Background: an optimization exercise with open tools, aiming at small area, a short achievable clock period and few clock cycles. Do not read the settings as production practice. In this exercise RTL edits were held to simulation tests only and were not proved equivalent to the original. No activity file was given, so power comes from the tool's default toggle rates.

## alu
module alu(
    input logic clk,
    input logic rst,
    input logic in_alu,
    input logic[31:0] operand1,
    input logic[31:0] operand2,
    input logic [5:0]operation,
    input logic[5:0]op,
    input logic [4:0]shamt,
    output logic[31:0] result,
    output logic out_alu
);
==> flow/config.mk <==
export PLATFORM = sky130hd
export DESIGN_NAME = alu
export DESIGN_NICKNAME = alu
export VERILOG_FILES = /design/flow/design.v
export SDC_FILE = /design/flow/constraint.sdc
export NUM_CORES = 4
export LEC_CHECK = 0
export ABC_AREA = 1
export CAP_MARGIN = 20
export CORE_MARGIN = 2
export CORE_UTILIZATION = 40
export PLACE_DENSITY = 0.6
export SETUP_SLACK_MARGIN = 5
export SLEW_MARGIN = 20
==> flow/constraint.sdc <==
create_clock -name core_clock -period 11.0 [get_ports {clk}]
set_input_delay 2.2000 -clock core_clock [delete_from_list [all_inputs] [get_ports {clk}]]
set_output_delay 2.2000 -clock core_clock [all_outputs]
set_load 0.01 [all_outputs]
standard.sh (not shown) runs the stock make flow with config.mk's settings and CLKGATE_MAP_FILE= SYNTH_SCRIPT=/design/flow/synth_recipe.tcl, a recipe that flattens the netlist after the stock synthesis.
==> flow/flow/run.sh <==
#!/bin/bash
# The standard layout (standard.sh: unchanged synthesis, steps and
# constraints); only the cell used to buffer each input and output port is
# chosen here (a plain buffer instead of the default delay buffer).
export BUFFER_PORTS_ARGS="-buffer_cell sky130_fd_sc_hd__buf_1"
bash standard.sh > standard.log 2>&1
Testbench counts at the start, summed over its fixed seeds: cycles 4,604.
==> next run, changes <==
--- a/flow/design.v
+++ b/flow/design.v
@@ -64,24 +64,25 @@
             b = b | xe[4*g +: 5];
             t = t | g[2:0];
         end
     top_group = {t, b};
 endfunction
 wire [7:0] sga = sign_groups(A);
 wire [7:0] sgb = sign_groups(B);
 wire [7:0] tga = top_group(A, sga);
 wire [7:0] tgb = top_group(B, sgb);
 wire       swp_n = |(sga & ~sgb);     
 wire [2:0] t0 = swp_n ? tga[7:5] : tgb[7:5];
 wire [4:0] bd0 = swp_n ? tga[4:0] : tgb[4:0];
+wire       mul_zero = ~(|A) | ~(|B);
 wire [31:0] dsrc  = swp ? A : B;
 wire [31:0] mcand = rem;
 function automatic [32:0] booth_pp(input [2:0] d, input [31:0] a);
     logic one, two, neg;
     logic [31:0] m;
     one = d[1] ^ d[0];
     two = (d[2] & ~d[1] & ~d[0]) | (~d[2] & d[1] & d[0]);
     neg = d[2];
     m = one ? a : (two ? {a[30:0], 1'b0} : 32'd0);
     booth_pp = {neg, m ^ {32{neg}}};
 endfunction
 wire [32:0] pplo = booth_pp(bdr[2:0], mcand);
@@ -122,51 +123,70 @@
 wire left = s_dinit | op_sll | op_rol;
 wire [4:0] samt = s_dinit ? ~cnt : shamt;
 wire [4:0] n = left ? (~samt + 5'd1) : samt;
 wire [63:0] rr = {A, A} >> n;
 wire [31:0] rot = rr[31:0];
 logic [31:0] m;
 genvar gj;
 generate for (gj = 0; gj < 32; gj++) begin : g_mask
     assign m[gj] = left ? (5'(gj) >= samt) : ((6'(gj) + {1'b0, samt}) <= 6'd31);
 end endgenerate
 wire is_rot = op_rol | op_ror;
 wire [31:0] shv = is_rot ? rot : ((rot & m) | (~m & {32{op_sra & A[31]}}));
-function automatic [5:0] bitlen(input [31:0] x);
-    bitlen = 6'd0;
-    for (int j = 0; j < 32; j++) if (x[j]) bitlen = j[5:0] + 6'd1;
-endfunction
-wire [5:0] sdiff = bitlen(A) - bitlen(B);
+function automatic [4:0] lead_pos(input [31:0] x);
+    logic [15:0] v1; logic [15:0] p1;
+    logic [7:0]  v2; logic [15:0] p2;
+    logic [3:0]  v3; logic [11:0] p3;
+    logic [1:0]  v4; logic [7:0]  p4;
+    for (int i = 0; i < 16; i++) begin
+        v1[i] = x[2*i+1] | x[2*i];
+        p1[i] = x[2*i+1];
+    end
+    for (int i = 0; i < 8; i++) begin
+        v2[i] = v1[2*i+1] | v1[2*i];
+        p2[2*i +: 2] = v1[2*i+1] ? {1'b1, p1[2*i+1]} : {1'b0, p1[2*i]};
+    end
+    for (int i = 0; i < 4; i++) begin
+        v3[i] = v2[2*i+1] | v2[2*i];
+        p3[3*i +: 3] = v2[2*i+1] ? {1'b1, p2[2*(2*i+1) +: 2]} : {1'b0, p2[2*(2*i) +: 2]};
+    end
+    for (int i = 0; i < 2; i++) begin
+        v4[i] = v3[2*i+1] | v3[2*i];
+        p4[4*i +: 4] = v3[2*i+1] ? {1'b1, p3[3*(2*i+1) +: 3]} : {1'b0, p3[3*(2*i) +: 3]};
+    end
+    lead_pos = v4[1] ? {1'b1, p4[7:4]} : {1'b0, p4[3:0]};
+endfunction
+wire [4:0] sdiff = lead_pos(A) - lead_pos(B);
 logic [31:0] res_n;
 logic        out_n;
 logic [1:0]  st_n;
 logic [4:0]  cnt_n;
 always_comb begin
     res_n = asum[31:0];
     out_n = 1'b0;
     st_n  = st;
     cnt_n = cnt - 5'd1;
     case (st)
     ST_IDLE: begin
         out_n = 1'b1;
         if (op_cmp) res_n = {31'd0, cmp_bit};
         else if (op_mul) begin
             res_n = 32'd0;
-            out_n = 1'b0;
-            st_n = ST_MUL;
+            out_n = mul_zero;
+            st_n = mul_zero ? ST_IDLE : ST_MUL;
             cnt_n = {2'b00, t0};
         end else if (op_div) begin
-            res_n = 32'd0;
-            out_n = lt;
-            st_n = lt ? ST_IDLE : ST_DINIT;
+            res_n = {31'd0, ~lt};
+            out_n = lt | (sdiff == 5'd0);
+            st_n = out_n ? ST_IDLE : ST_DINIT;
             cnt_n = sdiff[4:0];
         end else if (!(op_add | op_sub)) res_n = shv;
     end
     ST_MUL: begin
         if (cnt[2:0] == 3'd0) begin
             out_n = 1'b1;
             st_n = ST_IDLE;
         end
     end
     ST_DINIT: begin
         res_n = shv;           
         cnt_n = cnt;
Clock-buffer cell count shrinks by 2.
First-iteration DRC count grows by 14%.
Die area grows by 4.7%.
Clock power shrinks by about 5%.
Power grows by about 5.4%.
Setup slack degrades by 0.014 ns.
Design area grows by about 2.5%.
Final cell count grows by about 7%.
Fmax is about the same.
Sequential power grows by about 2%.
Via count grows by about 9%.
Sequential cell count is unchanged.
Routed wire length grows by 12%.
Testbench counts after the change, summed over its fixed seeds: cycles 4,436.

[re-timing with driven ports]
No port has a modelled driver above. Below, the same layouts with a new extraction and two added sets of constraints.
Step 1 sets driving cells, clkbuf_16 on the clock port and buf_2 on the other inputs (assumed; they add their load-dependent delay and slew).
Step 2 adds t to the input delays and takes it off the output delays; t is the mean of the earliest and latest rising clock arrival at the registers after step 1. Input paths then give back, and output paths get back, about the clock's delay inside the block.
Slacks: ideal / step 1 / step 2; pairs: ideal / step 1.
run | shift t [ns] | slack for setup (ns) | worst setup path after step 2
the first run | 0.412 | 5.162 / 5.189 / 4.777 | input to register
the second run | 0.430 | 5.149 / 5.181 / 4.750 | input to register
After both steps setup and hold are still met in every run listed. The setup slack of the second run, which loses most, moves by +0.032 ns with the drivers and by -0.399 ns with both steps.
